Source: an optimization exercise on an open RTL-to-GDS flow (aim: small area). Production flows keep margins and buffers that such runs may drop. Where RTL was checked, it was by simulation tests only, not by an equivalence proof against the original. For runs 2 and 3, only the layout was checked, not whether the RTL still works. The clock port is modelled as an ideal driver; clocking choices that lean on that would not hold on a real chip. No activity file was given, so power comes from the tool's default toggle rates.

$ cat flow/config.mk
export PLATFORM = sky130hd
export DESIGN_NAME = main
export DESIGN_NICKNAME = main
export VERILOG_FILES = /design/flow/design.v
export SDC_FILE = /design/flow/constraint.sdc
export NUM_CORES = 4
export LEC_CHECK = 0
export CAP_MARGIN = 20
export CORE_MARGIN = 2
export CORE_UTILIZATION = 40
export SLEW_MARGIN = 20
$ cat flow/constraint.sdc
create_clock -name core_clock -period 10.0 [get_ports {clk}]
set_input_delay 2.0000 -clock core_clock [delete_from_list [all_inputs] [get_ports {clk}]]
set_output_delay 2.0000 -clock core_clock [all_outputs]
set_load 0.01 [all_outputs]
$ cat flow/design.v
`timescale 1ns / 1ps
module DigitToSeg(clk, Digit, Segments );
input clk;
input [3:0] Digit;
output [6:0] Segments;
reg [6:0] Segments;
always @(posedge clk) begin
	if (Digit == 0) begin
	Segments <= 7'b1000000;
	end if (Digit == 1) begin
	Segments <= 7'b1111001;
	end if (Digit == 2) begin
	Segments <= 7'b0100100;
	end if (Digit == 3) begin
	Segments <= 7'b0110000;
	end if (Digit == 4) begin
	Segments <= 7'b0011001;
	end if (Digit == 5) begin
	Segments <= 7'b0010010;
	end if (Digit == 6) begin
	Segments <= 7'b0000010;
	end if (Digit == 7) begin
	Segments <= 7'b1111000;
	end if (Digit == 8) begin
	Segments <= 7'b0000000;
	end if (Digit == 9) begin
	Segments <= 7'b0011000;
	end
end
endmodule
`timescale 1ns / 1ps
module SevenSegment2digit(clk, number, ten, one );
input [6:0] number;
input clk;
output [6:0] ten;
output [6:0] one;
wire [6:0] ten;
wire [6:0] one;
reg [3:0] tens;
reg [3:0] ones;
reg [3:0] t;
reg [3:0] o;
DigitToSeg left(clk, tens, ten);
DigitToSeg right(clk, ones, one);
	always @(posedge clk) begin
	t = tens;
	if (number < 10) begin
	t = 0;
	end if ((number > 9) && (number < 20)) begin
	t = 1;
	end if ((number > 19) && (number < 30)) begin
	t = 2;
	end if ((number > 29) && (number < 40)) begin
	t = 3;
	end if ((number > 39) && (number < 50)) begin
	t = 4;
	end if ((number > 49) && (number < 60)) begin
	t = 5;
	end if ((number > 59) && (number < 70)) begin
	t = 6;
	end if ((number > 69) && (number < 80)) begin
	t = 7;
	end if ((number > 79) && (number < 90)) begin
	t = 8;
	end if ((number > 89) && (number < 100)) begin
	t = 9;
	end
	o = (number - (t * 10));
	tens <= t;
	ones <= o;
	end
endmodule
`timescale 1ns / 1ps
module Countdown(clk, reset, stop, from, current, win, lose );
parameter CLOCK = 50000000;
input clk;
input reset;
input stop;
input [6:0] from;
output [6:0] current;
output win;
output lose;
reg [25:0] counter;
reg [6:0] current;
reg [6:0] cur;
reg win;
reg lose;
reg pause;
wire clk;
always @ (posedge clk) begin
cur = current;
if (reset) begin
cur = from;
counter = 0;
pause <= 0;
lose <= 0;
win <= 0;
end
if ((stop) && (pause == 0)) begin
pause <= 1;
	if (cur == 0) begin
	win <= 1;
	lose <= 0;
	end
	if (cur != 0) begin
	lose <= 1;
	win <= 0;
	end
end
	if ((counter < CLOCK) && (pause == 0)) begin
	counter = counter + 1;
	end
	if ((counter >= CLOCK) && (pause == 0)) begin
		if (cur == 0) begin
		lose <= 1;
		pause <= 1;
		end
		if (cur > 0) begin
		cur = cur - 1;
		end
	counter = 0;
	end
current <= cur;
end 
endmodule
`timescale 1ns / 1ps
module main(clk, reset, multiply, stop, Led, seg, an, sw, dp );    
parameter CLOCK = 5000;
parameter DISP_BITS = 10;
input reset;
input multiply;
input stop;	
input clk;
input [7:0] sw;
output [7:0] Led;
output [6:0] seg;
output [3:0] an;
output dp;
reg [DISP_BITS-1:0] counter;
reg [6:0] From;
reg pause;
reg dp;
reg [7:0] Led;
reg [3:0] an;
reg [6:0] seg;
wire [6:0] tens;
wire [6:0] ones;
wire [6:0] Number;
wire win;
wire lose;
wire clk;
localparam [DISP_BITS-1:0] DISP_ONE = 1;
localparam [DISP_BITS-1:0] DISP_HALF = 1 << (DISP_BITS-1);
SevenSegment2digit A1(clk, Number, tens, ones);
Countdown #(.CLOCK(CLOCK)) C1(clk, reset, stop, From, Number, win, lose);
always @(posedge clk) begin
Led = 0;
counter = counter + 1;
	if (stop) begin
	pause <= 1;
	end
	if (reset) begin
	From <= 10;
	pause <= 0;
	dp <= 1;
	counter = 0;
	an <= 4'b1111;
	seg <= 7'b1111111;
	end
	if ((8'b10000000 & sw) == 8'b10000000) begin
	Led = Led + 1;
	end if ((8'b01000000 & sw) == 8'b01000000) begin
	Led = Led + 1;
	end if ((8'b00100000 & sw) == 8'b00100000) begin
	Led = Led + 1;
	end if ((8'b00010000 & sw) == 8'b00010000) begin
	Led = Led + 1;
	end if ((8'b00001000 & sw) == 8'b00001000) begin
	Led = Led + 1;
	end if ((8'b00000100 & sw) == 8'b00000100) begin
	Led = Led + 1;
	end if ((8'b00000010 & sw) == 8'b00000010) begin
	Led = Led + 1;
	end if ((8'b00000001 & sw) == 8'b00000001) begin
	Led = Led + 1;
	end
	if (multiply) begin
	Led = Led * 2;
	end
	if ((counter == DISP_ONE) && (tens != 7'b1000000) && (!pause)) begin
	an <= 4'b0111;
	seg <= tens;
	end
	if ((counter == DISP_HALF) && (!pause)) begin
	an <= 4'b1011;
	seg <= ones;
	end
	if (pause || lose) begin
		if (win) begin
		an <= 4'b1100;
		seg <= 7'b1000001;
		end
		if (lose) begin
		an <= 4'b1101;
		seg <= 7'b1000111;
		end
	end
end
endmodule
$ cat flow/run.sh
#!/bin/bash
# synth_recipe.tcl (not shown) runs the flow's synth.tcl, then flattens the netlist and writes it again
# the make line also repeats each setting of config.mk as NAME=value (left out here)
make -C /OpenROAD-flow-scripts/flow DESIGN_CONFIG=/design/flow/config.mk WORK_HOME=/design/flow/orfs CLKGATE_MAP_FILE= SYNTH_SCRIPT=/design/flow/synth_recipe.tcl finish
==> out/qor.txt, run 1 <==
Register Area - 1762 um2
origin of the critical flop-to-flop path - C1.current[4]
gr ovfl total - 0
CTS buffer count - 9
status - complete, no violations
EDFF count, synth - 0
Hold Crit Class - register to register
IO Count - 32
Max clock buf depth - 2
Port Buf Inserts - 30
fillers - 1127
post-synth top area cell - dfxtp_1
antenna-violating nets left - 0
crit path time final - 6.091 ns
Seq/Total Area, Yosys - 0.3814
initial antenna violation count - 0
Slew Viols, Final - 0
slew margin rel. - 0.5247
drt wl/cell - 13.88 um
Power Density - 160.3 nW/um2
setup TNS - 0 ns
Worst Hold End - A1.ones[0]
# diodes - 0
RSZ-0062 raised after global routing - false
Resized cells post-CTS - 0
Multi-input gate area - 2618 um2
Final Wtd Congestion - 0.8544
CP endpoint kind - register
static leakage - 0.002037 uW
worst hold stages - 0
Worst Skew - 0.005964 ns
vias in the first global route - 3670
largest net degree at the start of global routing - 50
vias per inst - 5.415
Post-Route Utilization - 0.4637
clk sinks - 88
first-pass GRT wire length - 17.04 mm
post-synthesis cell count - 538
CP startpoint - sw[6]
Core ar. - 11320 um2
Overall Global Routing Usage - 0.1637
clk root buf - clkbuf_16
Seq cells post-synth - 88
Max Fclk - 164.2 MHz
Routed WL - 9.728 mm
share of flip-flops with an asynchronous set or reset - 0
Syn. warnings - 4
Max Cap Violations - 0
DR vias - 3796
Clock Pin Slew Worst Setup and Hold Paths - 0.07 ns
CP Launch Type - input pin
die area - 12420 um2
worst hold slack - 0.4249 ns
maximum VDD drop - 0.1210 mV
nets@finish - 577
worst reg-to-reg path cell count - 12
reg2reg setup slack - 6.67 ns
Layout area overhead - 13.65%
hold buffers post-CTS - 0
ys flop type - dfxtp_1
Worst Hold Launch - C1.current[0]
Post-Place Setup Slack - 3.595 ns
H-tree depth - 3
DPL Wire Length - 6.847 mm
Worst Tran Pin Value - 0.7129 ns
Max FO, Critical Path - 6
clk latency of the worst-skew pair - 0.35 ns
number of hold violations in the final report - 0
Area contributors post-synth - dfxtp_1 (38%), xnor2_1 (4.6%), nor2_1 (4.4%)
synthesized cell area - 4619 um2
initial DRC count - 272
final setup margin - 3.909 ns
# rows - 39
share of cells above drive strength 1 - 0.08065
post-CTS setup buffers - 0
Syn Area/Cell - 8.586 um2
DRT Pass-1 Iters - 4
Die Y - 111.5 um
worst endpoint required time - 10.28 ns
final period utilization - 0.6091
die extent in x - 111.5 um
critical path arrival - 6.37 ns
DRC violations left - 0
CTS tree - built
synth unique cells - 76
reg2reg end - A1.ones[3]
critical path type - input pin to register
Initial Utilization - 0.4080
final setup violating endpoints - 0
area share of the largest cell type after synthesis - 0.3814
-- placed cells by master, fill, tap and decap left out, drive strengths merged, types with 8 or more instances in the layout --
master,n
and2,18
o21ai,30
xor2,12
nor4,8
nand3,21
nand2,44
ha,11
clkdlybuf4s50,29
nor2b,9
nor2,61
nand4,10
a21oi,21
clkbuf,9
mux2i,11
inv,30
xnor2,24
nor3,11
dfxtp,88
-- how the worst max path moves through the flow --
stage               endpoint  slack (ns)  depth (start not counted)
finish                Led[4]        3.91                         20
detailed placement    Led[4]        3.59                         20
global route          Led[4]        3.62                         20
CTS                   Led[4]        3.96                         20
global placement      Led[2]        3.73                         18
floorplan             Led[2]        4.33                         17
-- registers in the layout, indices dropped and copies added, names as in the netlist --
signal,flops
A1.ones,4
Led,8
seg,7
C1.counter,26
C1.lose,1
A1.left.Segments,7
A1.tens,4
C1.win,1
C1.pause,1
an,4
C1.current,7
counter,10
pause,1
A1.right.Segments,7
-- through the flow --
| stage | total power [uW] | cells | cell area, um2 |
|---|---|---|---|
| floorplan | 478.2 | 539 | 4623 |
| detailed placement | 527.7 | 685 | 4970 |
| finish | 841.6 | 701 | 5250 |
| global route | 883.2 | 701 | 5250 |
| global placement | 523.0 | 685 | 4970 |
| CTS | 851.0 | 701 | 5250 |
-- cell usage after synthesis, types with 10 or more instances --
cell	number
dfxtp_1	88
nor2_1	54
nand2_1	44
o21ai_0	30
inv_1	28
xnor2_1	24
nand3_1	21
a21oi_1	20
and2_1	17
clkbuf_1	16
xor2_1	12
ha_1	11
mux2i_1	11
nand4_1	10
nor3_1	10
-- final cells by class --
class	count	share of cell area
multi-input combinational	394	0.4986
sequential	88	0.3356
timing repair buffer	31	0.05767
clock buffer	9	0.04290
tap	143	0.03408
inverter	29	0.02073
clock inverter	7	0.01049
-- per-layer routing --
metal / up-vias / GRT usage / part of all wire
met5: - / 0 / 0
met2: 57 / 0.2695 / 0.47
met1: 1794 / 0.2024 / 0.48
li1: 1930 / - / -
met4: 0 / 0.06996 / 0.019
met3: 15 / 0.04464 / 0.036
-- power breakdown --
| part | switching (uW) | internal, uW |
|---|---|---|
| Combinational | 72.6 | 69.5 |
| Sequential | 10.2 | 369 |
| Clock | 149 | 171 |
| Total | 232 | 609 |
-- logic make-up after synthesis --
| logic type | count (synthesis) | synth area share |
|---|---|---|
| fa+ha+maj | 12 | 0.03413 |
| mux | 15 | 0.03602 |
| xor+xnor | 38 | 0.07855 |
| other cells | 2 | 0.001626 |
| compound gates | 113 | 0.1758 |
| flops | 88 | 0.3814 |
| simple gates | 213 | 0.2397 |
| buf+inv | 57 | 0.05282 |
-- worst max-delay path: stages --
cell and delay [ns]:
clkdlybuf4s50_1 0.48, inv_1 0.05, ha_1 0.33, xor2_1 0.16, ha_1 0.29, nor2b_1 0.16, a31oi_1 0.08, ha_1 0.28
and2_1 0.18, or2_2 0.28, ha_1 0.27, nand2b_1 0.10, o31a_1 0.19, ha_1 0.20, nand2_1 0.10, xnor2_1 0.46
nand3_1 0.13, nor2_1 0.19, mux2_2 0.35, a21oi_1 0.11
==> run 2: changes to the inputs <==
==> flow/design.v (replaced) <==
module DigitToSeg(D, seg, an);
input [3:0] D;
output reg [6:0] seg;
output reg [3:0] an;
always @(*) begin
	an = 4'b1011;
	case (D)
	4'd0: seg = 7'b1000000;
	4'd1: seg = 7'b1111001;
	4'd2: seg = 7'b0100100;
	4'd3: seg = 7'b0110000;
	4'd4: seg = 7'b0011001;
	4'd5: seg = 7'b0010010;
	4'd6: seg = 7'b0000010;
	4'd7: seg = 7'b1111000;
	4'd8: seg = 7'b0000000;
	4'd9: seg = 7'b0011000;
	4'd10: begin seg = 7'b1111001; an = 4'b0111; end
	4'd12: begin seg = 7'b1000001; an = 4'b1100; end
	4'd13: begin seg = 7'b1000111; an = 4'b1101; end
	default: begin seg = 7'b1111111; an = 4'b1111; end
	endcase
end
endmodule
module SevenSegment2digit(sw, count);
input [7:0] sw;
output [3:0] count;
assign count = sw[0] + sw[1] + sw[2] + sw[3] + sw[4] + sw[5] + sw[6] + sw[7];
endmodule
module Countdown(m, digit);
input [5:0] m;
output reg [3:0] digit;
always @(*) begin
	if (m < 6'd5)       digit = 4'd0;
	else if (m < 6'd10) digit = 4'd9;
	else if (m < 6'd15) digit = 4'd8;
	else if (m < 6'd20) digit = 4'd7;
	else if (m < 6'd24) digit = 4'd6;
	else if (m < 6'd29) digit = 4'd5;
	else if (m < 6'd34) digit = 4'd4;
	else if (m < 6'd39) digit = 4'd3;
	else if (m < 6'd44) digit = 4'd2;
	else if (m < 6'd49) digit = 4'd1;
	else                digit = 4'd0;
end
endmodule
module main(clk, reset, multiply, stop, Led, seg, an, sw, dp );
input reset;
input multiply;
input stop;
input clk;
input [7:0] sw;
output [7:0] Led;
output [6:0] seg;
output [3:0] an;
output dp;
reg [15:0] K;
reg        c0;
reg        win;
reg        lose;
reg        t1, t2;       
reg  [3:0] D;            
reg  [4:0] L;            
wire run = ~win & ~lose;
wire [5:0] m = K[15:10];
wire is10 = K < 16'd5000;
wire cur0 = K >= 16'd50000;
wire timeout = K == 16'd54999;
wire ten_ev = (K[9:0] == {9'd0, c0}) & t2;
wire one_ev = K[9:0] == (10'd511 + {9'd0, c0});
wire [3:0] pc;
wire [3:0] digit;
Countdown CD(.m(m), .digit(digit));
SevenSegment2digit P(.sw(sw), .count(pc));
DigitToSeg S(.D(D), .seg(seg), .an(an));
always @(posedge clk) begin
	t1 <= is10;
	t2 <= t1;
	L <= multiply ? {pc, 1'b0} : {1'b0, pc};
	if (reset) begin
		K <= {15'd0, run};
		c0 <= run;
		win <= 1'b0;
		lose <= stop & run;
	end else if (run) begin
		K <= K + 16'd1;
		if (timeout | (stop & ~cur0))
			lose <= 1'b1;
		else if (stop)
			win <= 1'b1;
	end
	if (lose)
		D <= 4'd13;
	else if (win)
		D <= 4'd12;
	else if (reset)
		D <= 4'd15;
	else if (ten_ev)
		D <= 4'd10;
	else if (one_ev)
		D <= digit;
end
assign Led = {3'b000, L};
assign dp = 1'b1;
endmodule
==> run 2 against run 1 <==
Net effect:
- critical path depth is 10 lower
- clock skew is 0.0014 ns lower
- maximum frequency is 34% higher
- largest cell class unchanged
- still clean on timing, DRC and antenna
==> out/qor.txt, run 2 <==
nets@finish - 282
die extent in x - 74.61 um
fillers - 504
max reg flops - 16
EDFF count, synth - 3
worst path cell trace - clkdlybuf4s50_1 > ha_1 > inv_1 > fa_1 > fa_1 > inv_1 > fa_1 > inv_1 > fa_1 > o21ai_0
Port Buf Inserts - 27
CP endpoint kind - register
share of cells above drive strength 1 - 0.05426
synth unique cells - 52
most frequent cells in the layout - dfxtp_1 (27), clkdlybuf4s50_1 (27), nand2_1 (26)
Slew Viols, Final - 0
largest stage delay on the critical path - 0.50 ns
maximum VDD drop - 0.1071 mV
vias per inst - 5.089
clk sinks - 30
clk root buf - clkbuf_8
count leader, synth - dfxtp_1
CTS buffer count - 5
Overall Global Routing Usage - 0.1549
post-CTS setup buffers - 0
Die Y - 74.61 um
initial DRC count - 71
RSZ-0062 raised after global routing - false
Post-DP Area - 2261 um2
final period utilization - 0.4537
largest net degree at the start of global routing - 24
Resized cells post-CTS - 0
first-pass GRT wire length - 6.624 mm
Syn. warnings - 3
die area - 5567 um2
Clock Pin Slew Worst Setup and Hold Paths - 0.06 ns
antenna-violating nets left - 0
drt wl/cell - 11.96 um
synthesized cell area - 1994 um2
# rows - 25
hold buffers post-CTS - 0
Seq cells post-synth - 30
critical path type - input pin to register
Area contributors post-synth - dfxtp_1 (27%), ha_1 (5.6%), nand2_1 (4.9%)
Slowest cell on crit path - fa_1
slew margin rel. - 0.4439
critical path arrival - 4.75 ns
static leakage - 0.0009584 uW
status - complete, no violations
area share of the largest cell type after synthesis - 0.2710
DRT Pass-1 Iters - 4
Post-Route Utilization - 0.4955
DR vias - 1654
Power Density - 131.5 nW/um2
DPL Wire Length - 2.864 mm
DRC violations left - 0
IO Count - 32
gr ovfl total - 0
setup TNS - 0 ns
vias in the first global route - 1473
Routed WL - 3.886 mm
Worst Tran Pin Value - 0.8315 ns
H-tree depth - 2
ys flop type - dfxtp_1
Final Wtd Congestion - 0.7773
Syn Area/Cell - 8.276 um2
CTS tree - built
CP Launch Type - input pin
post-synth top area cell - dfxtp_1
number of hold violations in the final report - 0
Max FO, Critical Path - 2
crit path time final - 4.537 ns
Layout area overhead - 18.13%
Hold Crit Class - register to register
post-synthesis cell count - 241
final non-filler cell area - 2356 um2
initial antenna violation count - 0
sum of buffers and inverters on the critical path - 4
share of flip-flops with an asynchronous set or reset - 0
Max Cap Violations - 0
Max Fclk - 220.4 MHz
Seq/Total Area, Yosys - 0.3162
most frequent CP cell - fa_1
Worst Skew - 0.004526 ns
Max clock buf depth - 2
final setup violating endpoints - 0
clk latency of the worst-skew pair - 0.28 ns
top post-synthesis cells by count - dfxtp_1 (27), nand2_1 (26), inv_1 (19), o21ai_0 (19), nor2_1 (18)
worst endpoint required time - 10.22 ns
Core ar. - 4755 um2
CP delay by family, top - adder cells
Initial Utilization - 0.4195
# diodes - 0
[run 2: cell count changes in the layout (fill, tap and decap cells not counted), sizes merged, moves of 8 or more]
cell   change
xnor2     -18
mux2i      -8
nor3       -9
inv       -11
a21oi     -15
dfxtp     -61
o21ai     -11
and2      -18
nor2      -43
nand2     -18
nand3     -13
[run 2: stage by stage]
stage | std cells | setup slack, ns | hold WS, ns | power, uW
6_report | 325 | 5.463 | 0.3283 | 309.8
5_1_grt | 325 | 5.370 | 0.3328 | 330.2
4_1_cts | 325 | 5.454 | 0.3287 | 314.2
3_5_place_dp | 317 | 5.154 | 0.3138 | 211.9
3_3_place_gp | 317 | 5.204 | 0.3109 | 210.8
2_1_floorplan | 243 | 5.677 | 0.3096 | 179.9
[run 2: layout make-up]
type                    count  area, um2  area share
clock inverters             2      12.51    0.005311
multi-input cells         174       1205      0.5114
well taps                  67      83.83     0.03558
repair buffers             27      270.3      0.1147
flip-flops and latches     30      630.6      0.2677
clock buffers               6      82.58     0.03505
inverters                  19      71.32     0.03027
[run 2: worst paths after layout]
path              startpoint  slack, ns  endpoint  depth (start not counted)
setup reg to reg        lose       8.08     K[12]                          5
hold reg to reg           t1       0.33        t2                          0
setup / recovery       sw[0]       5.46      L[1]                         10
hold / removal            t1       0.33        t2                          0
[run 2: cell families (layout without fill, tap and decap cells)]
kind of cell    Yosys count  in the layout  synth area share
mux                       3              3           0.01506
fa+ha+maj                13             13           0.09661
flops                    30             30            0.3162
other cells               2              4          0.003766
simple gates             92             92            0.2635
compound gates           45             45            0.1468
xor+xnor                 17             17           0.07465
buf+inv                  39             54           0.08344
[run 2: per-layer routing]
metal  share of wire  up-vias  GRT usage
met3           0.036        5    0.04418
met5               0        -          0
met1            0.49      760     0.2098
met2            0.46       31     0.2380
li1                -      858          -
met4           0.015        0    0.05357
[run 2: where the power goes]
group | leakage, uW | switching (uW) | internal, uW
Sequential | 0.000250 | 7.01 | 130
Combinational | 0.000662 | 31.8 | 39.0
Clock | 0.0000472 | 46.6 | 55.2
Total | 0.000958 | 85.4 | 224
[run 2: worst reg2reg max path, stage by stage (launching register included)]
cell      delay (ns)
edfxtp_1        0.47
or3b_1          0.45
or2_1           0.37
nor4_4          0.30
xnor2_1         0.14
nor2_1          0.05
==> run 3: changes to the inputs <==
--- a/flow/config.mk
+++ b/flow/config.mk
@@ -5,6 +5,7 @@
 export SDC_FILE = /design/flow/constraint.sdc
 export NUM_CORES = 4
 export LEC_CHECK = 0
+export ABC_AREA = 1
 export CAP_MARGIN = 20
 export CORE_MARGIN = 2
 export CORE_UTILIZATION = 40
==> run 3 against run 2 <==
Net effect:
- still clean
- cell count grew 15%
- clock skew up 0.00074 ns
- synthesized cell count rose by 17%
- critical endpoint is now L[2]
==> out/qor.txt, run 3 <==
Initial Utilization - 0.4161
vias in the first global route - 1740
Max clock buf depth - 2
initial DRC count - 83
Clock Pin Slew Worst Setup and Hold Paths - 0.06 ns
first-pass GRT wire length - 7.534 mm
Syn Area/Cell - 7.040 um2
Layout area overhead - 19.23%
Max Fclk - 219.7 MHz
final setup margin - 5.447 ns
largest net degree at the start of global routing - 15
top post-synthesis cells by count - nand2_1 (49), inv_1 (43), dfxtp_1 (27), nor2_1 (27), o21ai_0 (25)
final period utilization - 0.4553
critical path type - input pin to register
most common cell after layout, fill and taps aside - nand2_1
status - complete, no violations
H-tree depth - 2
max reg flops - 16
Worst Skew - 0.005262 ns
clk root buf - clkbuf_8
Resized cells post-CTS - 0
Power Density - 131.5 nW/um2
RSZ-0062 raised after global routing - false
sum of buffers and inverters on the critical path - 4
share of cells above drive strength 1 - 0.07818
Syn. warnings - 3
antenna-violating nets left - 0
CTS tree - built
most frequent CP cell - fa_1
area share of the largest cell type after synthesis - 0.2732
crit path time final - 4.553 ns
most frequent cells in the layout - nand2_1 (49), inv_1 (43), dfxtp_1 (27), nor2_1 (27), clkdlybuf4s50_1 (27)
DRT Pass-1 Iters - 4
die extent in x - 74.33 um
Core ar. - 4755 um2
Die Y - 74.33 um
post-CTS setup buffers - 0
ys flop type - dfxtp_1
worst endpoint required time - 10.21 ns
share of flip-flops with an asynchronous set or reset - 0
worst path cell trace - clkdlybuf4s50_1 > ha_1 > inv_1 > fa_1 > fa_1 > inv_1 > fa_1 > inv_1 > fa_1 > o21ai_0
Slowest cell on crit path - fa_1
largest stage delay on the critical path - 0.49 ns
clk latency of the worst-skew pair - 0.28 ns
clk sinks - 30
Routed WL - 4.417 mm
initial antenna violation count - 0
EDFF count, synth - 3
setup TNS - 0 ns
drt wl/cell - 11.81 um
CP endpoint kind - register
Max Cap Violations - 0
Hold Crit Class - register to register
final setup violating endpoints - 0
DR vias - 1835
count leader, synth - nand2_1
Area contributors post-synth - dfxtp_1 (27%), nand2_1 (9.3%), inv_1 (8.2%)
number of hold violations in the final report - 0
gr ovfl total - 0
Overall Global Routing Usage - 0.1783
die area - 5524 um2
Slew Viols, Final - 0
Seq cells post-synth - 30
synthesized cell area - 1978 um2
maximum VDD drop - 0.07602 mV
hold buffers post-CTS - 0
Port Buf Inserts - 27
Final Wtd Congestion - 0.8685
vias per inst - 4.906
# diodes - 0
nets@finish - 331
# rows - 25
DRC violations left - 0
static leakage - 0.0009586 uW
post-synth top area cell - dfxtp_1
DPL Wire Length - 3.358 mm
post-synthesis cell count - 281
critical path arrival - 4.76 ns
synth unique cells - 35
CP Launch Type - input pin
Seq/Total Area, Yosys - 0.3188
Post-Place Setup Slack - 5.151 ns
CTS buffer count - 5
CP delay by family, top - adder cells
IO Count - 32
Max FO, Critical Path - 2
==> run 3: cell types whose count changed in the layout (fill, tap and decap cells not counted), moves of 5 or more <==
cell     previous run  this run
a21oi_1             6        14
inv_1              19        43
nand3_1             8        19
nand3_2             0         5
xor2_1             11         1
nand2_1            26        49
xnor2_1             6         1
o21ai_0            19        25
nor2_1             18        27
==> run 3: logic make-up after synthesis <==
kind of cell               after synthesis  synth area share
and+or+nand+nor                        125            0.3055
buffers and inverters                   57            0.1189
AOI/OAI and AO/OA                       52            0.1467
DFF                                     30            0.3188
adders and majority gates               13           0.09741
xor gates and xnor gates                 2          0.008857
other                                    2          0.003796
==> run 3: through the flow <==
| stage | std cells | util | hold WS (ns) | power (uW) | instance area (um2) |
|---|---|---|---|---|---|
| 6_report | 374 | 0.4961 | 0.3287 | 310.1 | 2359 |
| 5_1_grt | 374 | 0.4961 | 0.3511 | 333.1 | 2359 |
| 4_1_cts | 374 | 0.4961 | 0.3293 | 314.9 | 2359 |
| 3_5_place_dp | 366 | 0.4789 | 0.3138 | 222.2 | 2277 |
| 3_3_place_gp | 366 | 0.4789 | 0.3108 | 222.1 | 2277 |
| 2_1_floorplan | 283 | - | 0.3096 | 187.1 | 1986 |
==> run 3: path summary, 6_finish.rpt <==
path / start / to / slack (ns) / cells past startpoint
setup / recovery: sw[0] / L[2] / 5.45 / 10
setup reg to reg: K[0] / K[14] / 8.21 / 8
hold / removal: t1 / t2 / 0.33 / 0
hold reg to reg: t1 / t2 / 0.33 / 0
==> run 3: layout make-up <==
type	count	area (um2)
timing repair buffer	27	270.3
tap	67	83.83
sequential	30	630.6
fill	489	2396
inverter	46	172.7
clock buffer	6	72.57
multi-input combinational	196	1120
clock inverter	2	8.758
==> run 3: worst reg2reg max path, delay by kind of cell, from the launching register on <==
family	cells	cell delay (ns)
adder cells (fa/ha/maj)	1	0.26
buffers and inverters	1	0.11
XOR/XNOR	1	0.16
AND/OR/NAND/NOR	5	0.68
flip-flops	1	0.44
==> run 3: where the power goes <==
group | switching, uW | total, uW | leakage, uW | internal [uW]
clock | 43.3 | 91.0 | 0.0000426 | 47.7
sequential | 6.42 | 137 | 0.000250 | 131
combinational | 41.2 | 82.1 | 0.000666 | 40.8
==> run 3: layer usage <==
layer / track usage / part of all wire / vias to the layer above
li1: - / - / 965
met5: 0 / 0 / -
met3: 0.04607 / 0.055 / 8
met4: 0.07143 / 0.020 / 0
met2: 0.2758 / 0.44 / 44
met1: 0.2384 / 0.49 / 818
==> run 4: changes to the inputs <==
--- a/flow/design.v
+++ b/flow/design.v
@@ -54,37 +54,49 @@
 output [6:0] seg;
 output [3:0] an;
 output dp;
-reg [15:0] K;
+reg [15:0] k;
 reg        c0;
+reg        f10;
 reg        win;
 reg        lose;
 reg        t1, t2;       
 reg  [3:0] D;            
 reg  [4:0] L;            
 wire run = ~win & ~lose;
-wire [5:0] m = K[15:10];
-wire is10 = K < 16'd5000;
-wire cur0 = K >= 16'd50000;
-wire timeout = K == 16'd54999;
-wire ten_ev = (K[9:0] == {9'd0, c0}) & t2;
-wire one_ev = K[9:0] == (10'd511 + {9'd0, c0});
+wire [5:0] m = k[15:10];
+wire odd_ok = k[0] ^ c0;
+wire at4999  = odd_ok & (k[15:1] == 15'd2499);
+wire at54999 = odd_ok & (k[15:1] == 15'd27499);
+wire cur0 = (k >= 16'd50000) | (c0 & (k == 16'd49999));
+wire ten_ev = (k[9:0] == 10'd0) & t2;
+wire one_ev = k[9:0] == 10'd511;
+wire [16:0] cy;
+wire [15:0] kn;
+assign cy[0] = 1'b1;
+genvar i;
+generate for (i = 0; i < 16; i = i + 1) begin : inc
+	assign cy[i+1] = cy[i] & k[i];
+	assign kn[i] = ~reset & (k[i] ^ cy[i]);
+end endgenerate
 wire [3:0] pc;
 wire [3:0] digit;
 Countdown CD(.m(m), .digit(digit));
 SevenSegment2digit P(.sw(sw), .count(pc));
 DigitToSeg S(.D(D), .seg(seg), .an(an));
 always @(posedge clk) begin
-	t1 <= is10;
+	k <= kn;
+	t1 <= f10;
 	t2 <= t1;
 	L <= multiply ? {pc, 1'b0} : {1'b0, pc};
 	if (reset) begin
-		K <= {15'd0, run};
 		c0 <= run;
+		f10 <= 1'b1;
 		win <= 1'b0;
 		lose <= stop & run;
 	end else if (run) begin
-		K <= K + 16'd1;
-		if (timeout | (stop & ~cur0))
+		if (at4999)
+			f10 <= 1'b0;
+		if (at54999 | (stop & ~cur0))
 			lose <= 1'b1;
 		else if (stop)
 			win <= 1'b1;
==> flow/flow/run.sh (new file) <==
#!/bin/bash
# Own layout flow: the standard ORFS flow with
#  - synthesis that maps the logic with a stronger area-oriented ABC script and
#    without the half/full-adder cell mapping (registers are mapped exactly as in
#    the standard synthesis: only the abc call and the adder mapping differ),
#  - the smallest buffer for the port buffers.
# Each step's output goes to a log file in the work folder.
set -euo pipefail
W=$PWD
F=$W/flow

# synthesis script: synth_recipe.tcl, sourcing a copy of ORFS's synth.tcl whose
# abc call uses flow/area.abc
sed 's#log_cmd abc {\*}$abc_args#set abc_args [lreplace $abc_args 1 1 '"$F"'/area.abc]; log_cmd abc {*}$abc_args#' \
  "$FLOW_HOME/scripts/synth.tcl" > "$W/own_synth_body.tcl"
grep -q "$F/area.abc" "$W/own_synth_body.tcl"
sed "s#source \$::env(SCRIPTS_DIR)/synth.tcl#source $W/own_synth_body.tcl#" "$W/synth_recipe.tcl" > "$W/own_synth.tcl"
grep -q own_synth_body "$W/own_synth.tcl"

bash standard.sh SYNTH_SCRIPT="$W/own_synth.tcl" ADDER_MAP_FILE= synth > "$W/synth.log" 2>&1
bash standard.sh BUFFER_PORTS_ARGS="-buffer_cell sky130_fd_sc_hd__buf_1" finish > "$W/layout.log" 2>&1
test -s out/final.def
==> flow/flow/area.abc (new file) <==
strash;balance -l;resub -K 6 -l;rewrite -l;resub -K 6 -N 2 -l;refactor -l;resub -K 8 -l;balance -l;resub -K 8 -N 2 -l;rewrite -l;resub -K 10 -l;rewrite -z -l;resub -K 10 -N 2 -l;balance -l;resub -K 12 -l;refactor -z -l;resub -K 12 -N 2 -l;rewrite -z -l;balance -l;dch -f;amap;mfs2;strash;balance -l;resub -K 6 -l;rewrite -l;resub -K 6 -N 2 -l;refactor -l;resub -K 8 -l;balance -l;resub -K 8 -N 2 -l;rewrite -l;resub -K 10 -l;rewrite -z -l;resub -K 10 -N 2 -l;balance -l;resub -K 12 -l;refactor -z -l;resub -K 12 -N 2 -l;rewrite -z -l;balance -l;dch -f;amap;mfs2;strash;dch -f;amap
==> flow/standard.sh (new file) <==
#!/bin/bash
# synth_recipe.tcl (not shown) runs the flow's synth.tcl, then flattens the netlist and writes it again
# the make line also repeats each setting of config.mk as NAME=value (left out here)
make -C /OpenROAD-flow-scripts/flow DESIGN_CONFIG=/design/flow/config.mk WORK_HOME=/design/flow/orfs CLKGATE_MAP_FILE= SYNTH_SCRIPT=/design/flow/synth_recipe.tcl "${@:-finish}"
--- a/flow/config.mk
+++ b/flow/config.mk
@@ -5,7 +5,6 @@
 export SDC_FILE = /design/flow/constraint.sdc
 export NUM_CORES = 4
 export LEC_CHECK = 0
-export ABC_AREA = 1
 export CAP_MARGIN = 20
 export CORE_MARGIN = 2
 export CORE_UTILIZATION = 40
removed: flow/run.sh
==> run 4 against run 3 <==
Net effect:
- worst setup slack improved by 0.50 ns
- clock skew fell by 0.00076 ns
- largest cell class unchanged
- synthesized area fell by 20%
- highest routed layer unchanged
- flip-flop and latch count rose by 1
- still clean on timing, DRC and antenna
- cell count fell by 18%
- synthesized cell count fell by 21%
==> out/qor.txt, run 4 <==
CP delay by family, top - compound AO/OA/AOI/OAI gates
sum of buffers and inverters on the critical path - 1
met2 wire len - 1.366 mm
initial antenna violation count - 0
Final Wtd Congestion - 0.9155
largest net degree at the start of global routing - 21
RSZ-0062 raised after global routing - false
static leakage - 0.0006397 uW
Routed WL - 3.293 mm
# rows - 22
Die Y - 66.88 um
post-synth top area cell - dfxtp_1
count leader, synth - nor2_1
vias in the first global route - 1339
clk latency of the worst-skew pair - 0.28 ns
Power Density - 146.0 nW/um2
critical path type - input pin to register
most frequent cells in the layout - nor2_1 (48), clkinv_1 (32), dfxtp_1 (29)
post-CTS setup buffers - 0
CTS buffer count - 5
Worst Skew - 0.004506 ns
status - complete, no violations
share of cells above drive strength 1 - 0.02724
post-synthesis cell count - 223
DPL Wire Length - 2.551 mm
largest stage delay on the critical path - 0.27 ns
Core ar. - 3744 um2
# diodes - 0
Metal-1 WL - 1.733 mm
top layer in use - met4
max reg flops - 16
Seq/Total Area, Yosys - 0.4051
Area contributors post-synth - dfxtp_1 (37%), nor2_1 (11%), clkinv_1 (7.6%)
DRC violations left - 0
most frequent CP cell - a21oi_1
top post-synthesis cells by count - nor2_1 (48), clkinv_1 (32), dfxtp_1 (29), a21oi_1 (20), nand2_1 (18)
DR vias - 1530
Max Fclk - 246.9 MHz
met3 wire len - 137 um
critical path arrival - 4.21 ns
Slew Viols, Final - 0
first-pass GRT wire length - 5.685 mm
number of hold violations in the final report - 0
CTS tree - built
die area - 4473 um2
slew margin rel. - 0.5788
Max clock buf depth - 2
Max Cap Violations - 0
nets@finish - 268
Syn Area/Cell - 7.092 um2
drt wl/cell - 10.80 um
synth unique cells - 32
antenna-violating nets left - 0
final setup violating endpoints - 0
final period utilization - 0.4050
Hold Crit Class - register to register
Slowest cell on crit path - o21ai_0
most common cell after layout, fill and taps aside - nor2_1
Resized cells post-CTS - 0
CP endpoint kind - register
die extent in x - 66.88 um
Max FO, Critical Path - 4
crit path time final - 4.050 ns
clk root buf - clkbuf_8
Seq cells post-synth - 31
worst endpoint required time - 10.16 ns
area share of the largest cell type after synthesis - 0.3671
maximum VDD drop - 0.07252 mV
Syn. warnings - 3
final non-filler cell area - 1809 um2
vias per inst - 5.016
EDFF count, synth - 2
Layout area overhead - 14.40%
gr ovfl total - 0
IO Count - 32
setup TNS - 0 ns
Worst Tran Pin Value - 0.6230 ns
CP Launch Type - input pin
clk sinks - 31
Post-DP Area - 1728 um2
ys flop type - dfxtp_1
H-tree depth - 2
synthesized cell area - 1582 um2
initial DRC count - 61
Overall Global Routing Usage - 0.1658
worst path cell trace - buf_1 > o21ai_0 > nor2_1 > a21oi_1 > nand2_1 > o21a_1 > a21oi_1 > nor2_1 > a21oi_1 > nor2_1 > a21oi_1 > a21oi_1 > a21oi_1 > a21oi_1 > o32a_1
hold buffers post-CTS - 0
DRT Pass-1 Iters - 6
share of flip-flops with an asynchronous set or reset - 0
Clock Pin Slew Worst Setup and Hold Paths - 0.06 ns
Initial Utilization - 0.4225
Port Buf Inserts - 27
## run 4: cell count changes after synthesis, moves of 5 or more
| cell | delta |
|---|---|
| o21ai_0 | -10 |
| nand3_2 | -5 |
| inv_1 | -43 |
| nand2_1 | -31 |
| a21oi_1 | +6 |
| a211oi_1 | +6 |
| nand3_1 | -18 |
| nor3_1 | +9 |
| nor2_1 | +21 |
| clkinv_1 | +32 |
| ha_1 | -9 |
## run 4: stage by stage
stage	setup WS, ns	instances	power (uW)	hold WS [ns]	utilization
after floorplan	6.000	225	165.5	0.3096	-
after global placement	5.772	297	177.4	0.3127	0.4616
after detailed placement	5.662	297	177.1	0.3220	0.4616
after CTS	5.948	305	267.5	0.3364	0.4833
after global routing	5.503	305	279.3	0.3441	0.4833
final	5.950	305	264.2	0.3314	0.4833
## run 4: worst paths after layout
path,startpoint,end,cells past startpoint,slack [ns]
worst max register to register,k[0],D[1],13,7.15
worst min-delay path,t1,t2,0,0.33
worst max-delay path,sw[1],L[2],15,5.95
worst min register to register,t1,t2,0,0.33
## run 4: routing by layer
layer,global-route usage,up-vias
met1,0.2202,656
met3,0.04561,7
li1,-,841
met5,0,-
met2,0.2513,26
met4,0.06888,0
## run 4: cell families (layout without fill, tap and decap cells)
logic type      Yosys count  after routing  synth area share
flops                    31             31            0.4051
compound gates           60             60            0.2373
other cells               2              4          0.004749
simple gates             94             94            0.2579
buf+inv                  36             68           0.09494
## run 4: worst reg2reg max path, delay by kind of cell (launching register included)
family                 cells  cell delay [ns]
and+or+nand+nor            9             1.48
AOI/OAI and AO/OA          1             0.45
buffers and inverters      3             0.43
DFF                        1             0.35
## run 4: cell type report
cell class / instances / area [um2]
Sequential cell: 31 / 640.6
Inverter: 32 / 120.1
Clock inverter: 1 / 5.005
Clock buffer: 7 / 76.32
Multi-Input combinational cell: 158 / 798.3
Fill cell: 392 / 1934
Timing Repair Buffer: 28 / 108.9
Tap cell: 48 / 60.06
## run 4: report_power, final
group / total [uW] / switching (uW) / internal, uW / leakage (uW)
Combinational: 40.2 / 25.7 / 14.5 / 0.000341
Clock: 89.6 / 41.0 / 48.6 / 0.0000422
Sequential: 134 / 3.44 / 131 / 0.000256
Total: 264 / 70.1 / 194 / 0.000640
==> run 5: changes to the inputs <==
==> flow/flow/run.sh (replaced) <==
#!/bin/bash
# Own layout flow: the standard ORFS flow (standard.sh) with three changes.
#  1. Synthesis maps the logic with a stronger area-oriented ABC script
#     (flow/area.abc) and without the half/full-adder cell mapping. Everything
#     else in synthesis, registers included, is the standard synthesis.
#  2. Port buffers use the smallest buffer, sky130_fd_sc_hd__buf_1.
#  3. Clock tree: before CTS, flow/pre_cts.tcl buffers the clock with one
#     clock buffer per group of registers (OWN_CLK_GROUPS groups by position,
#     OWN_CLKBUF cells); CTS then leaves the buffered net as it is, and ORFS's
#     CTS step goes on as usual (placement legalisation, timing repair).
# Each step's full output goes to a log file of its own in the work folder.
set -euo pipefail
W=$PWD
F=$W/flow
export OWN_CLKBUF=${OWN_CLKBUF:-sky130_fd_sc_hd__clkbuf_16}
export OWN_CLK_GROUPS=${OWN_CLK_GROUPS:-1}

sed 's#log_cmd abc {\*}$abc_args#set abc_args [lreplace $abc_args 1 1 '"$F"'/area.abc]; log_cmd abc {*}$abc_args#' \
  "$FLOW_HOME/scripts/synth.tcl" > "$W/own_synth_body.tcl"
grep -q "$F/area.abc" "$W/own_synth_body.tcl"
sed "s#source \$::env(SCRIPTS_DIR)/synth.tcl#source $W/own_synth_body.tcl#" "$W/synth_recipe.tcl" > "$W/own_synth.tcl"
grep -q own_synth_body "$W/own_synth.tcl"

bash standard.sh SYNTH_SCRIPT="$W/own_synth.tcl" ADDER_MAP_FILE= synth > "$W/synth.log" 2>&1
bash standard.sh BUFFER_PORTS_ARGS="-buffer_cell sky130_fd_sc_hd__buf_1" PRE_CTS_TCL="$F/pre_cts.tcl" finish > "$W/layout.log" 2>&1
test -s out/final.def
==> flow/flow/pre_cts.tcl (new file) <==
# Clock buffering: the registers are split into OWN_CLK_GROUPS groups by
# position (sorted by x, equal counts); one clock buffer per group, placed at
# the group's centre, drives that group's clock pins.
set block [ord::get_db_block]
set dbu [[ord::get_db_tech] getDbUnitsPerMicron]
set regs {}
foreach inst [$block getInsts] {
  if { [[$inst getMaster] isSequential] } {
    set bb [$inst getBBox]
    lappend regs [list [expr {([$bb xMin] + [$bb xMax]) / 2}] [expr {([$bb yMin] + [$bb yMax]) / 2}] [$inst getName]]
  }
}
set regs [lsort -integer -index 0 $regs]
set n [llength $regs]
set g $::env(OWN_CLK_GROUPS)
for {set i 0} {$i < $g} {incr i} {
  set lo [expr {$i * $n / $g}]
  set hi [expr {($i + 1) * $n / $g - 1}]
  set xs 0; set ys 0; set pins {}
  foreach r [lrange $regs $lo $hi] {
    set xs [expr {$xs + [lindex $r 0]}]
    set ys [expr {$ys + [lindex $r 1]}]
    lappend pins [get_pins [lindex $r 2]/CLK]
  }
  set k [expr {$hi - $lo + 1}]
  set cx [expr {double($xs) / $k / $dbu}]
  set cy [expr {double($ys) / $k / $dbu}]
  puts "clock buffer $i at $cx $cy for $k registers"
  insert_buffer -buffer_cell $::env(OWN_CLKBUF) -net clk -load_pins $pins -location [list $cx $cy] -buffer_name clkbuf_$i -net_name clknet_$i
}
==> run 5 against run 4 <==
Net effect:
- critical endpoint unchanged
- utilization is 1.5 points lower
- critical path type unchanged
- sequential power hardly changed
- register-to-register slack hardly changed
- flip-flop and latch count stayed put
- synthesized area stayed put
==> out/qor.txt, run 5 <==
status - complete, no violations
die area - 4473 um2
CP endpoint kind - register
CP Launch Type - input pin
initial antenna violation count - 0
post-CTS setup buffers - 0
clk latency of the worst-skew pair - 0.17 ns
slew margin rel. - 0.5741
origin of the critical flop-to-flop path - k[0]
die extent in x - 66.88 um
nets@finish - 264
most common cell after layout, fill and taps aside - nor2_1
EDFF count, synth - 2
most frequent cells in the layout - nor2_1 (48), clkinv_1 (32), dfxtp_1 (29)
Power Density - 127.2 nW/um2
synthesized cell area - 1582 um2
post-synthesis cell count - 223
CP delay by family, top - compound AO/OA/AOI/OAI gates
number of hold violations in the final report - 0
final period utilization - 0.4145
largest stage delay on the critical path - 0.27 ns
Core ar. - 3744 um2
drt wl/cell - 10.92 um
top post-synthesis cells by count - nor2_1 (48), clkinv_1 (32), dfxtp_1 (29), a21oi_1 (20), nand2_1 (18)
IO Count - 32
# rows - 22
Worst Skew - 0.001455 ns
crit path time final - 4.145 ns
Routed WL - 3.255 mm
Seq/Total Area, Yosys - 0.4051
overall power - 223.0 uW
share of flip-flops with an asynchronous set or reset - 0
vias per inst - 5.013
Slew Viols, Final - 0
RSZ-0062 raised after global routing - false
Max Fclk - 241.3 MHz
Register Area - 640.6 um2
initial DRC count - 61
Multi-input gate area - 798.3 um2
non-filler instance count after layout - 298
worst hold slack - 0.3433 ns
# diodes - 0
Area contributors post-synth - dfxtp_1 (37%), nor2_1 (11%), clkinv_1 (7.6%)
sum of buffers and inverters on the critical path - 1
setup TNS - 0 ns
ys flop type - dfxtp_1
Initial Utilization - 0.4225
Syn Area/Cell - 7.092 um2
DRC violations left - 0
largest net degree at the start of global routing - 32
Seq cells post-synth - 31
DPL Wire Length - 2.551 mm
most frequent CP cell - a21oi_1
Worst Hold Launch - t1
Hold Crit Class - register to register
worst path cell trace - buf_1 > o21ai_0 > nor2_1 > a21oi_1 > nand2_1 > o21a_1 > a21oi_1 > nor2_1 > a21oi_1 > nor2_1 > a21oi_1 > a21oi_1 > a21oi_1 > a21oi_1 > o32a_1
Layout area overhead - 10.84%
count leader, synth - nor2_1
gr ovfl total - 0
Syn. warnings - 3
post-synth top area cell - dfxtp_1
Resized cells post-CTS - 0
Max FO, Critical Path - 4
CP startpoint - sw[1]
Slowest cell on crit path - o21ai_0
static leakage - 0.0006098 uW
Clock Pin Slew Worst Setup and Hold Paths - 0.11 ns
Final Wtd Congestion - 0.9155
DR vias - 1494
area share of the largest cell type after synthesis - 0.3671
vias in the first global route - 1309
final setup violating endpoints - 0
first-pass GRT wire length - 5.623 mm
Max Cap Violations - 0
critical path arrival - 4.21 ns
DRT Pass-1 Iters - 4
fillers - 395
worst endpoint required time - 10.07 ns
synth unique cells - 32
Port Buf Inserts - 27
Worst Tran Pin Value - 0.6300 ns
antenna-violating nets left - 0
hold buffers post-CTS - 0
share of cells above drive strength 1 - 0.008000
max reg flops - 16
critical path type - input pin to register
Cells after DPL - 297
Die Y - 66.88 um
maximum VDD drop - 0.07677 mV
Overall Global Routing Usage - 0.1521
==> run 5: cell counts after synthesis <==
Identical to the previous run, type by type.
==> run 5: area by class of cell, without the clock buffers <==
cell class	instances	share of cell area
Multi-Input combinational cell	158	0.4554
Sequential cell	31	0.3655
Inverter	32	0.06852
Timing Repair Buffer	28	0.06210
Tap cell	48	0.03426
==> run 5: cells by family after synthesis <==
group,Yosys count,synth area share
other,2,0.004749
buffers and inverters,36,0.09494
and+or+nand+nor,94,0.2579
DFF,31,0.4051
AOI/OAI and AO/OA,60,0.2373
==> run 5: per-layer routing <==
layer  track usage  vias to the layer above  wire (um)
li1              -                      827          -
met2        0.2563                       25       1343
met1        0.2233                      640       1782
met5             0                        -          0
met3      0.006757                        2        106
met4       0.01020                        0         23
==> run 5: metrics by stage <==
step	utilization	cell area (um2)	worst slack, ns
after floorplan	-	1589	6.000
after global placement	0.4616	1728	5.772
after detailed placement	0.4616	1728	5.662
after CTS	0.4682	1753	5.654
after global routing	0.4682	1753	5.412
final	0.4682	1753	5.855
==> run 5: worst paths after layout <==
kind | slack (ns) | endpoint | cells past startpoint
hold reg to reg | 0.34 | t2 | 0
setup reg to reg | 7.16 | D[1] | 13
hold / removal | 0.34 | t2 | 0
setup / recovery | 5.86 | L[2] | 15
==> run 5: power breakdown <==
group          switching, uW  internal [uW]
registers               3.36            131
clock network           30.0           18.6
logic                   25.7           14.5
==> run 6: changes to the inputs <==
==> flow/flow/run.sh (replaced) <==
#!/bin/bash
# Own layout flow: the standard ORFS flow (standard.sh) with these changes.
#  1. Synthesis: ORFS's synthesis with the abc call's script replaced and without
#     the half/full-adder cell mapping. It is run once for each flow/abc_*.abc and
#     the netlist with the smallest cell area (buffers aside) is kept. Registers are
#     mapped before abc, exactly as in the standard synthesis; the flow checks that
#     the kept netlist has the standard synthesis's registers (names and cell
#     types) and falls back to the standard synthesis if not.
#  2. Port buffers use the smallest buffer, sky130_fd_sc_hd__buf_1.
#  3. Tie cells are not duplicated per load (SKIP_REPAIR_TIE_FANOUT).
#  4. Clock: before CTS, flow/pre_cts.tcl buffers the clock with one clock buffer
#     per group of registers (OWN_CLK_GROUPS groups by position, OWN_CLKBUF
#     cells); CTS then leaves the buffered net as it is and ORFS's CTS step goes
#     on as usual (legalisation, timing repair).
# Each tool run's full output goes to a log file of its own in the work folder.
set -euo pipefail
W=$PWD
F=$W/flow
export OWN_CLKBUF=${OWN_CLKBUF:-sky130_fd_sc_hd__clkbuf_16}
export OWN_CLK_GROUPS=${OWN_CLK_GROUPS:-1}
R=orfs/results/sky130hd/main/base

regs() {  # register cell types (drive strength dropped) and names of a netlist
  grep -oE 'sky130_fd_sc_hd__[a-z0-9]*df[a-z0-9]*_[0-9]+ +[^ ]+' "$1" | sed -E 's/_[0-9]+ +/ /' | sort
}
area() {  # cell area without buffers from a synth_stat.txt
  awk '/sky130_fd_sc_hd__/ && $3 !~ /__(buf|clkbuf)_/ {s += $2} END {printf "%.3f\n", s}' "$1"
}

# standard synthesis, for its registers
bash standard.sh WORK_HOME="$W/try_std" synth > "$W/synth_std.log" 2>&1
regs "$W/try_std/results/sky130hd/main/base/1_2_yosys.v" > "$W/regs_std.txt"

best=""
best_area=""
for s in "$F"/abc_*.abc; do
  n=$(basename "$s" .abc)
  sed 's#log_cmd abc {\*}$abc_args#set abc_args [lreplace $abc_args 1 1 '"$s"']; log_cmd abc {*}$abc_args#' \
    "$FLOW_HOME/scripts/synth.tcl" > "$W/synth_body_$n.tcl"
  grep -q "$s" "$W/synth_body_$n.tcl" || continue
  sed "s#source \$::env(SCRIPTS_DIR)/synth.tcl#source $W/synth_body_$n.tcl#" "$W/synth_recipe.tcl" > "$W/synth_$n.tcl"
  grep -q "synth_body_$n" "$W/synth_$n.tcl" || continue
  if bash standard.sh WORK_HOME="$W/try_$n" SYNTH_SCRIPT="$W/synth_$n.tcl" ADDER_MAP_FILE= synth > "$W/synth_$n.log" 2>&1; then
    regs "$W/try_$n/results/sky130hd/main/base/1_2_yosys.v" > "$W/regs_$n.txt"
    if cmp -s "$W/regs_std.txt" "$W/regs_$n.txt"; then
      a=$(area "$W/try_$n/reports/sky130hd/main/base/synth_stat.txt")
      echo "$n $a" >> "$W/synth_areas.txt"
      if [[ -z "$best" ]] || awk -v a="$a" -v b="$best_area" 'BEGIN {exit !(a < b)}'; then
        best=$n
        best_area=$a
      fi
    fi
  fi
done
echo "chosen: ${best:-standard}" >> "$W/synth_areas.txt"

if [[ -n "$best" ]]; then
  bash standard.sh SYNTH_SCRIPT="$W/synth_$best.tcl" ADDER_MAP_FILE= synth > "$W/synth.log" 2>&1
else
  bash standard.sh synth > "$W/synth.log" 2>&1
fi
regs "$R/1_2_yosys.v" > "$W/regs_final.txt"
cmp "$W/regs_std.txt" "$W/regs_final.txt"

bash standard.sh BUFFER_PORTS_ARGS="-buffer_cell sky130_fd_sc_hd__buf_1" SKIP_REPAIR_TIE_FANOUT=1 \
  PRE_CTS_TCL="$F/pre_cts.tcl" finish > "$W/layout.log" 2>&1
test -s out/final.def
==> flow/flow/abc_a2.abc (new file) <==
strash;ifraig;dc2;dch -f;amap;mfs2;strash;dch -f;amap
==> flow/flow/abc_a7.abc (new file) <==
strash;balance -l;resub -K 6 -l;rewrite -l;resub -K 6 -N 2 -l;refactor -l;resub -K 8 -l;balance -l;resub -K 8 -N 2 -l;rewrite -l;resub -K 10 -l;rewrite -z -l;resub -K 10 -N 2 -l;balance -l;resub -K 12 -l;refactor -z -l;resub -K 12 -N 2 -l;rewrite -z -l;balance -l;dch -f;amap;mfs2;strash;balance -l;resub -K 6 -l;rewrite -l;resub -K 6 -N 2 -l;refactor -l;resub -K 8 -l;balance -l;resub -K 8 -N 2 -l;rewrite -l;resub -K 10 -l;rewrite -z -l;resub -K 10 -N 2 -l;balance -l;resub -K 12 -l;refactor -z -l;resub -K 12 -N 2 -l;rewrite -z -l;balance -l;dch -f;amap;mfs2;strash;dch -f;amap
==> flow/flow/abc_b1.abc (new file) <==
strash;&get -n;&deepsyn -T 15;&put;dch -f;amap;mfs2;strash;dch -f;amap
==> flow/flow/abc_b2.abc (new file) <==
strash;balance -l;resub -K 6 -l;rewrite -l;resub -K 6 -N 2 -l;refactor -l;resub -K 8 -l;balance -l;resub -K 8 -N 2 -l;rewrite -l;resub -K 10 -l;rewrite -z -l;resub -K 10 -N 2 -l;balance -l;resub -K 12 -l;refactor -z -l;resub -K 12 -N 2 -l;rewrite -z -l;balance -l;balance -l;resub -K 6 -l;rewrite -l;resub -K 6 -N 2 -l;refactor -l;resub -K 8 -l;balance -l;resub -K 8 -N 2 -l;rewrite -l;resub -K 10 -l;rewrite -z -l;resub -K 10 -N 2 -l;balance -l;resub -K 12 -l;refactor -z -l;resub -K 12 -N 2 -l;rewrite -z -l;balance -l;dch -f;amap;mfs2;strash;balance -l;resub -K 6 -l;rewrite -l;resub -K 6 -N 2 -l;refactor -l;resub -K 8 -l;balance -l;resub -K 8 -N 2 -l;rewrite -l;resub -K 10 -l;rewrite -z -l;resub -K 10 -N 2 -l;balance -l;resub -K 12 -l;refactor -z -l;resub -K 12 -N 2 -l;rewrite -z -l;balance -l;dch -f;amap;mfs2;strash;dch -f;amap
==> flow/flow/abc_s3.abc (new file) <==
strash;ifraig;dc2;dch -f;map -a;mfs2;strash;dch -f;map -a;mfs2;strash;dch -f;map -a
--- a/flow/config.mk
+++ b/flow/config.mk
@@ -8,4 +8,5 @@
 export CAP_MARGIN = 20
 export CORE_MARGIN = 2
 export CORE_UTILIZATION = 40
+export GPL_TIMING_DRIVEN = 0
 export SLEW_MARGIN = 20
removed: flow/flow/area.abc
==> run 6 against run 5 <==
Net effect:
- register-to-register slack better by 0.15 ns
- still clean
- critical path depth unchanged
- via count down 0.47%
- total power up 0.43%
- critical endpoint unchanged
- maximum frequency down 0.45%
- clock power about the same
- largest cell class unchanged
- cell area up 0.14%
==> out/qor.txt, run 6 <==
DR vias - 1487
Seq cells post-synth - 31
critical path type - input pin to register
gr ovfl total - 0
static leakage - 0.0006172 uW
count leader, synth - nor2_1
Syn Area/Cell - 7.132 um2
internal power - 164.5 uW
Area contributors post-synth - dfxtp_1 (37%), nor2_1 (10%), clkinv_1 (6.7%)
Final Wtd Congestion - 0.7983
Port Buf Inserts - 27
Clock Pin Slew Worst Setup and Hold Paths - 0.11 ns
# rows - 22
drt wl/cell - 10.77 um
DRC violations left - 0
Layout area overhead - 11.88%
Switch Pwr - 59.39 uW
first-pass GRT wire length - 5.644 mm
area share of the largest cell type after synthesis - 0.3700
maximum VDD drop - 0.07794 mV
slew margin rel. - 0.3741
final setup violating endpoints - 0
vias per inst - 5.024
CP endpoint kind - register
sum of buffers and inverters on the critical path - 1
crit path time final - 4.163 ns
Sw Ratio - 0.2652
hold buffers post-CTS - 0
synthesized cell area - 1569 um2
largest stage delay on the critical path - 0.27 ns
Seq pwr share - 0.602
EDFF count, synth - 2
nets@finish - 262
RSZ-0062 raised after global routing - false
ys flop type - dfxtp_1
antenna-violating nets left - 0
# diodes - 0
Core ar. - 3716 um2
Routed WL - 3.189 mm
die extent in x - 66.63 um
Max Fclk - 240.2 MHz
most frequent cells in the layout - nor2_1 (43), dfxtp_1 (29), clkinv_1 (28)
Seq/Total Area, Yosys - 0.4083
die area - 4440 um2
CP Launch Type - input pin
initial antenna violation count - 0
origin of the critical flop-to-flop path - k[0]
Comb power frac - 0.181
post-synthesis cell count - 220
synth unique cells - 31
Post-Route Utilization - 0.4724
DRT Pass-1 Iters - 4
Resized cells post-CTS - 0
CP startpoint - sw[1]
Slew Viols, Final - 0
Overall Global Routing Usage - 0.1552
most common cell after layout, fill and taps aside - nor2_1
most frequent CP cell - a21oi_1
max reg flops - 16
CP delay by family, top - compound AO/OA/AOI/OAI gates
Max Cap Violations - 0
Hold Crit Class - register to register
Worst Skew - 0.003797 ns
number of hold violations in the final report - 0
GR Layer Usage met3 - 0.006757
Slowest cell on crit path - a21oi_1
Max FO, Critical Path - 4
met2 usage - 0.2725
critical path arrival - 4.23 ns
M1 GR Usage - 0.2177
share of flip-flops with an asynchronous set or reset - 0
status - complete, no violations
Worst Hold Launch - t1
Most Crowded Layer GR - met2
Power Density - 127.6 nW/um2
IO Count - 32
post-synth top area cell - dfxtp_1
clk latency of the worst-skew pair - 0.17 ns
share of cells above drive strength 1 - 0.02016
top post-synthesis cells by count - nor2_1 (43), dfxtp_1 (29), clkinv_1 (28), nand2_1 (22), a21oi_1 (19)
DPL Wire Length - 2.536 mm
Die Y - 66.63 um
initial DRC count - 73
post-CTS setup buffers - 0
clock network power share - 0.218
Worst Tran Pin Value - 0.9389 ns
vias in the first global route - 1325
Initial Utilization - 0.4222
largest net degree at the start of global routing - 32
worst path cell trace - buf_1 > o21ai_0 > nor2_1 > a21oi_1 > nand2_1 > o21a_1 > a21oi_1 > nor2_1 > a21oi_1 > nor2_1 > a21oi_1 > a21oi_1 > a21oi_1 > a21oi_1 > o32a_1
Syn. warnings - 3
worst endpoint required time - 10.07 ns
fillers - 412
final period utilization - 0.4163
setup TNS - 0 ns
==> run 6: path summary, 6_finish.rpt <==
| kind | to | cells past startpoint | slack, ns |
|---|---|---|---|
| max reg2reg | D[0] | 13 | 7.31 |
| min reg2reg | t2 | 0 | 0.35 |
| max | L[2] | 15 | 5.84 |
| min | t2 | 0 | 0.35 |
==> run 6: kinds of logic (layout without fill, tap and decap cells) <==
group,count (synthesis),count (layout),synth area share
AO/OA/AOI/OAI,58,58,0.2313
buffers and inverters,32,60,0.08612
flip-flops,31,31,0.4083
other,2,2,0.004786
AND/OR/NAND/NOR,97,97,0.2695
==> run 6: through the flow <==
step,std cells,total power [uW],hold WS [ns],cell area (um2),worst slack [ns]
final,296,223.9,0.3464,1755,5.837
after global routing,296,238.7,0.3617,1755,5.405
after CTS,296,215.5,0.3224,1755,5.627
after detailed placement,295,178.3,0.3157,1730,5.642
after global placement,295,178.2,0.3123,1730,5.676
after floorplan,220,165.5,0.3096,1569,6.000
==> run 6: power by group through the flow <==
stage | clock network, uW | logic [uW] | registers (uW)
2_1_floorplan | 0 | 27.4 | 138
3_3_place_gp | 0 | 40.6 | 138
3_5_place_dp | 0 | 40.7 | 138
4_1_cts | 37.0 | 40.9 | 138
5_1_grt | 55.6 | 47.4 | 136
6_report | 48.7 | 40.5 | 135
==> run 6: routing by layer <==
metal  wire [um]  up-vias
met5           0        -
met4          36        0
met3          97        2
met2        1422       25
met1        1632      636
li1            -      824
==> run 6: area by class of cell, without the clock buffers <==
type	count	area, um2	share of cell area
inverter	28	105.1	0.05987
tap	48	60.06	0.03421
sequential	31	640.6	0.3649
timing repair buffer	27	101.3	0.05773
buffer	4	30.03	0.01711
multi-input combinational	157	793.3	0.4519
==> run 7: changes to the inputs <==
--- a/flow/config.mk
+++ b/flow/config.mk
@@ -8,5 +8,4 @@
 export CAP_MARGIN = 20
 export CORE_MARGIN = 2
 export CORE_UTILIZATION = 40
-export GPL_TIMING_DRIVEN = 0
 export SLEW_MARGIN = 20
==> run 7 against run 6 <==
Net effect:
- worst setup slack better by 0.028 ns
- highest routed layer unchanged
- utilization decreased by 0.61 points
- critical path depth stayed put
- clock skew increased by 0.0048 ns
- still clean on timing, DRC and antenna
- clock power is 2% higher
==> out/qor.txt, run 7 <==
status - complete, no violations
Routed WL - 3.176 mm
initial DRC count - 108
Max Fclk - 241.8 MHz
largest net degree at the start of global routing - 32
Worst Skew - 0.008602 ns
Slew Viols, Final - 0
slew margin rel. - 0.6136
Core ar. - 3716 um2
Syn. warnings - 3
EDFF count, synth - 2
CP endpoint kind - register
die extent in x - 66.63 um
Post-Route Utilization - 0.4663
post-synth top area cell - dfxtp_1
vias per inst - 5.065
static leakage - 0.0006015 uW
fillers - 386
area share of the largest cell type after synthesis - 0.3700
Worst Setup EP - L[2]
Hold Crit Class - register to register
Initial Utilization - 0.4222
antenna-violating nets left - 0
overall power - 224.2 uW
DR vias - 1484
Resized cells post-CTS - 0
clk latency of the worst-skew pair - 0.18 ns
nets@finish - 259
# diodes - 0
first-pass GRT wire length - 5.388 mm
CP Launch Type - input pin
Power Density - 129.4 nW/um2
Worst Tran Pin Value - 0.5723 ns
Overall Global Routing Usage - 0.1465
IO Count - 32
vias in the first global route - 1279
maximum VDD drop - 0.07990 mV
origin of the critical flop-to-flop path - k[0]
Final Wtd Congestion - 0.7862
die area - 4440 um2
synthesized cell area - 1569 um2
number of hold violations in the final report - 0
share of cells above drive strength 1 - 0.008163
RSZ-0062 raised after global routing - false
final period utilization - 0.4136
DRC violations left - 0
Clock Pin Slew Worst Setup and Hold Paths - 0.11 ns
initial antenna violation count - 0
critical path arrival - 4.21 ns
CP startpoint - sw[1]
Syn Area/Cell - 7.132 um2
Die Y - 66.63 um
post-CTS setup buffers - 0
Area contributors post-synth - dfxtp_1 (37%), nor2_1 (10%), clkinv_1 (6.7%)
Port Buf Inserts - 27
count leader, synth - nor2_1
share of flip-flops with an asynchronous set or reset - 0
Cells after DPL - 292
most frequent cells in the layout - nor2_1 (43), dfxtp_1 (29), clkinv_1 (28)
reg2reg setup slack - 7.41 ns
Max FO, Critical Path - 4
# rows - 22
gr ovfl total - 0
post-synthesis cell count - 220
DPL Wire Length - 2.549 mm
final setup violating endpoints - 0
Layout area overhead - 10.45%
hold buffers post-CTS - 0
most common cell after layout, fill and taps aside - nor2_1
worst hold slack - 0.3469 ns
Max Cap Violations - 0
Seq/Total Area, Yosys - 0.4083
ys flop type - dfxtp_1
non-filler instance count after layout - 293
top post-synthesis cells by count - nor2_1 (43), dfxtp_1 (29), clkinv_1 (28), nand2_1 (22), a21oi_1 (19)
drt wl/cell - 10.84 um
synth unique cells - 31
worst endpoint required time - 10.08 ns
critical path type - input pin to register
Seq cells post-synth - 31
setup TNS - 0 ns
DRT Pass-1 Iters - 4
worst reg-to-reg path cell count - 13
max reg flops - 16
crit path time final - 4.136 ns
reg2reg end - D[0]
run 7: stage by stage:
step,setup slack (ns),instance area (um2)
final,5.864,1733
after global routing,5.475,1733
after CTS,5.666,1733
after detailed placement,5.689,1708
after global placement,5.734,1708
after floorplan,6.000,1569
run 7: kinds of logic after synthesis:
group	after synthesis	share of synthesized area
compound gates	58	0.2313
buf+inv	32	0.08612
flops	31	0.4083
other cells	2	0.004786
simple gates	97	0.2695
run 7: how the worst min path moves through the flow:
stage	from	to	slack, ns	cells after the start
floorplan	t1	t2	0.31	0
global placement	t1	t2	0.31	0
detailed placement	t1	t2	0.33	0
CTS	t1	t2	0.32	0
global route	t1	t2	0.36	0
finish	t1	t2	0.35	0
run 7: worst max-delay path: stages:
cell     delay (ns)
buf_1          0.08
o21ai_0        0.26
nor2_1         0.07
a21oi_1        0.16
nand2_1        0.11
o21a_1         0.12
a21oi_1        0.22
nor2_1         0.06
a21oi_1        0.15
nor2_1         0.07
a21oi_1        0.19
a21oi_1        0.13
a21oi_1        0.27
a21oi_1        0.13
o32a_1         0.18
run 7: metal layers:
metal  GRT usage  share of wire
met1      0.2015           0.52
met2      0.2613           0.44
met3    0.008446          0.029
met4     0.01276          0.011
met5           0              0
run 7: report_power, final:
group	leakage, uW	internal [uW]	switching [uW]
Clock	0.0000123	18.7	31.1
Sequential	0.000256	131	3.83
Combinational	0.000333	14.4	25.5
run 7: cell type report, without the clock buffers:
| type | count | area, um2 | area share |
|---|---|---|---|
| Tap cell | 48 | 60.06 | 0.03466 |
| Sequential cell | 31 | 640.6 | 0.3697 |
| Multi-Input combinational cell | 157 | 793.3 | 0.4578 |
| Timing Repair Buffer | 28 | 108.9 | 0.06282 |
| Inverter | 28 | 105.1 | 0.06065 |

==> afterwards: timing with drivers on the ports <==
The flow's constraints put no driver on any port. The routed layouts listed below were extracted and timed again, unchanged, in two steps. Step 1 assumes that a clkbuf_16 drives the clock port and a buf_2 every other input. Step 2 times the ports against the registers' clock, not the clock port: input delays grow and output delays shrink by t, the midpoint of the rising clock arrivals with the driver on. a / b / c = ideal ports / drivers / drivers and shift; a / b = the first two.
| run | shift t [ns] | setup WS [ns] | latest minus earliest clock arrival (ns) |
|---|---|---|---|
| run 1 | 0.382 | 3.909 / 3.914 / 3.532 | 0.006 / 0.006 |
| run 2 | 0.308 | 5.463 / 5.467 / 5.159 | 0.005 / 0.004 |
| run 3 | 0.310 | 5.447 / 5.456 / 5.146 | 0.005 / 0.006 |
| run 4 | 0.300 | 5.950 / 5.956 / 5.656 | 0.005 / 0.004 |
| run 5 | 0.197 | 5.855 / 5.865 / 5.669 | 0.002 / 0.001 |
| run 6 | 0.201 | 5.837 / 5.850 / 5.649 | 0.004 / 0.004 |
| run 7 | 0.204 | 5.864 / 5.877 / 5.674 | 0.008 / 0.009 |
After both steps every run listed still meets setup and hold. The setup slack of run 1, which loses most, moves by +0.005 ns with the drivers and by -0.377 ns with both steps.
